What follows belongs to an exercise in optimizing a design on an open flow for small area and a short achievable clock period; a production flow would make more cautious choices. In this exercise RTL edits were held to simulation tests only and were not proved equivalent to the original. Power is estimated from default activity; no workload was simulated.

==> flow/design.v <==
`timescale 1ns / 1ps
module vec_multi_core #(
    parameter int LEN = 32,
    parameter int DATA_WIDTH = 8
) (
    input logic clk,
    input logic rst_n,
    input logic i_data_valid,
    input logic i_load_weight,
    input logic [LEN*DATA_WIDTH-1:0] i_data,
    input logic [2*LEN-1:0] i_weight,
    output logic o_data_ready,
    output logic signed [31:0] o_result
);
  localparam logic [1:0] W_ZERO = 2'b01;
  localparam logic [1:0] W_POS = 2'b10;
  localparam logic [1:0] W_NEG = 2'b00;
  logic [LEN-1:0][1:0] weight_reg;
  always_ff @(posedge clk or negedge rst_n) begin : blk_weight
    if (!rst_n) begin
      weight_reg <= {LEN{W_ZERO}};
    end else if (i_load_weight) begin
      weight_reg <= i_weight;
    end
  end
  localparam int PROD_WIDTH = DATA_WIDTH + 1;
  logic signed [LEN-1:0][PROD_WIDTH-1:0] product;
  logic product_ready;
  generate
    for (genvar i = 0; i < LEN; i++) begin : gen_PE
      always_ff @(posedge clk) begin
        if (i_data_valid) begin
          case (weight_reg[i])
            W_POS:   product[i] <= {i_data[i*DATA_WIDTH+DATA_WIDTH-1], i_data[i*DATA_WIDTH+:DATA_WIDTH]};
            W_NEG:   product[i] <= -{i_data[i*DATA_WIDTH+DATA_WIDTH-1], i_data[i*DATA_WIDTH+:DATA_WIDTH]};
            W_ZERO:  product[i] <= 'sb0;
            default: product[i] <= 'sb0;
          endcase
        end
      end
    end
  endgenerate
  always_ff @(posedge clk or negedge rst_n) begin
    if (!rst_n) product_ready <= 1'b0;
    else product_ready <= i_data_valid;
  end
  localparam int TREE_DEPTH = $clog2(LEN);
  logic [TREE_DEPTH-1:0] tree_valid;
  localparam int MAX_WIDTH = PROD_WIDTH + TREE_DEPTH;
  logic [TREE_DEPTH-1:0][LEN/2-1:0][MAX_WIDTH-1:0] tree_data;
  generate
    for (genvar level = 0; level < TREE_DEPTH; level++) begin : gen_tree
      localparam int OUT_WIDTH = PROD_WIDTH + level + 1;
      localparam int NUM_NODES = LEN >> (level + 1);
      if (level == 0) begin : g_level_zero
        for (genvar k = 0; k < NUM_NODES; k++) begin : gen_loop_l0
          always_ff @(posedge clk) begin
            if (product_ready) begin
              tree_data[level][k][OUT_WIDTH-1:0] <= {product[2*k][PROD_WIDTH-1], product[2*k]} +
                                                    {product[2*k+1][PROD_WIDTH-1], product[2*k+1]};
            end
          end
        end
      end else begin : g_level_upper
        for (genvar k = 0; k < NUM_NODES; k++) begin : gen_loop_lx
          always_ff @(posedge clk) begin
            if (tree_valid[level-1]) begin
              tree_data[level][k][OUT_WIDTH-1:0] <=
                  {tree_data[level-1][2*k][OUT_WIDTH-2], tree_data[level-1][2*k][OUT_WIDTH-2:0]} +
                  {tree_data[level-1][2*k+1][OUT_WIDTH-2], tree_data[level-1][2*k+1][OUT_WIDTH-2:0]};
            end
          end
        end
      end
      if (level == 0) begin : g_valid_0
        always_ff @(posedge clk or negedge rst_n) begin
          if (!rst_n) begin
            tree_valid[level] <= 1'b0;
          end else begin
            tree_valid[level] <= product_ready;
          end
        end
      end else begin : g_valid_upper
        always_ff @(posedge clk or negedge rst_n) begin
          if (!rst_n) begin
            tree_valid[level] <= 1'b0;
          end else begin
            tree_valid[level] <= tree_valid[level-1];
          end
        end
      end
    end
  endgenerate
  assign o_result     = {{(32-MAX_WIDTH){tree_data[TREE_DEPTH-1][0][MAX_WIDTH-1]}},
                         tree_data[TREE_DEPTH-1][0][MAX_WIDTH-1:0]};
  assign o_data_ready = tree_valid[TREE_DEPTH-1];
endmodule
==> flow/run.sh <==
#!/bin/bash
# synth_recipe.tcl (not shown) runs the flow's synth.tcl, then flattens the netlist and writes it again
# the make line also repeats each setting of config.mk as NAME=value (left out here)
make -C /OpenROAD-flow-scripts/flow DESIGN_CONFIG=/design/flow/config.mk WORK_HOME=/design/flow/orfs CLKGATE_MAP_FILE= SYNTH_SCRIPT=/design/flow/synth_recipe.tcl finish
==> flow/config.mk <==
export PLATFORM = sky130hd
export DESIGN_NAME = vec_multi_core
export DESIGN_NICKNAME = vec_multi_core
export VERILOG_FILES = /design/flow/design.v
export SDC_FILE = /design/flow/constraint.sdc
export NUM_CORES = 4
export LEC_CHECK = 0
export CAP_MARGIN = 20
export CORE_MARGIN = 2
export CORE_UTILIZATION = 40
export SLEW_MARGIN = 20
==> flow/constraint.sdc <==
create_clock -name core_clock -period 3.0 [get_ports {clk}]
set_input_delay 0.6000 -clock core_clock [delete_from_list [all_inputs] [get_ports {clk}]]
set_output_delay 0.6000 -clock core_clock [all_outputs]
set_load 0.01 [all_outputs]
==> impl_metrics.yaml <==
floorplan:
  num_rows: 116
  dieArea_um2: 103000
  dieWidth_um: 321
  die_y_um: 321
  core_um2: 99700
  initial_utilization: 0.402
  io_pins: 357
layout:
  largest_reg_flops: 322
  finalNetCount: 4639
  fill_cells: 8947
  utilization: 0.480
  area_growth_pct: 19.2
  drive_gt1_frac: 0.0658
  final_area_um2: 47800
timing:
  period_minus_slack_ns: 2.50
  post-route-period-util: 0.834
  clock-skew-final_ns: 0.0288
  hold_viol_final: 0
  tightest_slew_ns: 0.664
  finalSetupTns_ns: 0
  maxSlewViolCount: 0
  grt_setup_unrepaired: "false"
  setup_violations: 0
  maxSlewHeadroom: 0.557
  fmax_ghz: 0.400
setup_path:
  rr_endpoint: "o_result[11]$_DFFE_PP_"
  cp_max_fo: 19
  path_class: "reg -> out"
  end_kind: "primary output"
  max_stage_delay_ns: 0.64
  reg2reg_depth: 6
  worstPathRequired_ns: 2.40
  reg2reg_from: "tree_data[674]$_DFFE_PP_"
  crit_chain: "clkdlybuf4s50_1"
  path_delay_family: "flip-flops"
  cp-start-kind: "flip-flop"
  cp.arrival_ns: 1.90
  cp_num_buf_inv: 1
  slowest_stage: "edfxtp_1"
  r2r_setup_slack_ns: 0.71
global_routing:
  grt_overflow: 0
  antenna_found_initial: 13
  grt_max_degree: 88
  grt_pass1_wl_mm: 136
  grt_pass1_vias: 26500
  globalRouteTotalUtil: 0.165
min_path:
  hold_start: "i_data_valid"
  worstHoldPathCells: 1
  hold_end: "product[264]$_DFFE_PP_"
  hold_class: "in -> reg"
pwr:
  vdd_drop_max_mv: 0.360
  pwr_density_cell_nw_per_um2: 785
  leakage_nw: 18.4
clocking:
  ctsResizeCount: 0
  clk_latency_ns: 0.65
  cts_buffers: 81
  cts_max_path_buffers: 3
  hold_buffers: 1
  cts_tree: "yes"
  htree_levels: 3
  path_clk_slew_ns: 0.06
  root_buffer: "clkbuf_16"
  cts.sinks: 694
  post_cts_buffers: 0
flow_run:
  cap_violations: 0
placement:
  io_buffers: 356
  gp_congestion: 0.810
  dp_hpwl_mm: 64.3
  dpl_cell_area_um2: 45000
logic_synthesis:
  syn_inst: 3596
  synth_edf_count: 624
  ys_warn_count: 1
  synth_seq_cells: 694
  synth.distinct_cells: 69
  synthFlopType: "edfxtp_1"
  async_reset_ff_frac: 0.101
  syn_nets: 4288
  yosysSeqAreaShare: 0.512
  avgSynthCellArea_um2: 11.2
  syn_area_um2: 40100
detailed_routing:
  routed_via_density: 5.07
  wl_met1_mm: 38.9
  top_layer: "met5"
  wl_mm: 84.7
  ant_nets: 0
  drt_first_pass_iters: 5
  routed-wl-met2_mm: 40.3
  vias: 26900
  avgRoutedWirePerCell_um: 15.9
  drtIter0Drc: 1199
  drc: 0
  wl_met3_mm: 3.31
status:
  status: "no timing/DRC/antenna violations"
-- cells in the mapped netlist, drive strengths merged (46+ instances only) --
cell type / instances / area share
edfxtp: 624 / 0.47
nor2: 438 / 0.041
a21oi: 349 / 0.044
ha: 337 / 0.11
xnor2: 264 / 0.058
inv: 252 / 0.024
o21ai: 209 / 0.026
nor3: 113 / 0.014
or3: 91 / 0.014
nand2: 79 / 0.0074
nor2b: 79 / 0.012
clkbuf: 65 / 0.0061
mux2: 64 / 0.018
xor2: 62 / 0.014
a211oi: 47 / 0.0088
o21a: 46 / 0.0086
-- where the power goes --
group	switching (mW)	internal [mW]
registers	1.18	13.6
clock network	4.03	6.21
logic	6.57	6.00
-- final cells by class --
| type | count | area (um2) | area share |
|---|---|---|---|
| Clock buffer | 102 | 2220 | 0.0464 |
| Tap cell | 1298 | 1620 | 0.0340 |
| Clock inverter | 48 | 577 | 0.0121 |
| Sequential cell | 694 | 20500 | 0.430 |
| Multi-Input combinational cell | 2547 | 18100 | 0.379 |
| Timing Repair Buffer | 371 | 3790 | 0.0793 |
| Antenna cell | 3 | 7.51 | 0.000157 |
| Inverter | 252 | 946 | 0.0198 |
-- worst max path at each step --
stage                                  from                  endpoint  cells past startpoint
global placement                i_data[120]    product[143]$_DFFE_PP_                      8
CTS                  o_result[13]$_DFFE_PP_              o_result[29]                      1
detailed placement              i_data[121]    product[143]$_DFFE_PP_                      8
floorplan           tree_valid[0]$_DFF_PN0_  tree_data[224]$_DFFE_PP_                      0
global route         o_result[13]$_DFFE_PP_              o_result[23]                      1
finish               o_result[13]$_DFFE_PP_              o_result[29]                      1
-- placed cells by master, fill, tap and decap left out, types with 20 or more instances in the layout --
master,instances
edfxtp_1,624
nor2_1,438
clkdlybuf4s50_1,353
a21oi_1,348
ha_1,337
xnor2_1,264
inv_1,252
o21ai_0,203
nor3_1,113
or3_1,91
clkbuf_16,84
nor2b_1,79
nand2_1,79
mux2_2,64
xor2_1,62
a211oi_1,47
o21a_1,46
mux2i_1,38
dfrtp_1,34
dfstp_2,32
fa_1,31
a21o_1,30
a31oi_1,30
o21bai_1,24
nand3_1,20
-- per-stage QoR --
step / std cells / setup slack (ns) / power, mW / hold slack (ns)
floorplan: 3596 / 0.468 / 24.0 / 0.304
detailed placement: 5161 / 0.502 / 27.6 / 0.476
global placement: 5161 / 0.518 / 27.5 / 0.479
CTS: 5312 / 0.410 / 38.1 / 0.313
finish: 5315 / 0.497 / 37.6 / 0.353
global route: 5314 / 0.347 / 40.2 / 0.323
-- cell families (layout without fill, tap and decap cells) --
| logic type | after synthesis | after routing | share of synthesized area |
|---|---|---|---|
| compound gates | 840 | 840 | 0.125 |
| xor+xnor | 326 | 326 | 0.0712 |
| fa+ha+maj | 368 | 368 | 0.121 |
| buf+inv | 355 | 773 | 0.0364 |
| flops | 694 | 694 | 0.512 |
| mux | 102 | 102 | 0.0275 |
| other cells | 0 | 3 | 0 |
| simple gates | 911 | 911 | 0.107 |
-- metal layers --
layer,track usage,up-vias
li1,-,13800
met1,0.216,12600
met2,0.282,440
met3,0.0283,126
met4,0.0483,8
met5,0,-

## what the ideal ports hide
The results above use ideal ports. As a check the final layout listed here was re-extracted and re-timed, cells and wires unchanged.
Step 1, drivers: a clkbuf_16 drives clk and a buf_2 each remaining input, both assumed.
Step 2 times the ports against the registers' clock, not the clock port: input delays grow and output delays shrink by t, the midpoint of the rising clock arrivals with the driver on.
a / b / c = ideal ports / drivers / drivers and shift; a / b = the first two.
t, ns: 0.701
setup WS [ns]: 0.497 / 0.430 / 0.497
latest minus earliest clock arrival (ns): 0.031 / 0.031
cell pins on the clock port's net: 1
After both steps setup and hold are still met in this run. For this run, drivers alone change the setup slack by -0.067 ns; drivers and shift together by 0.000 ns.
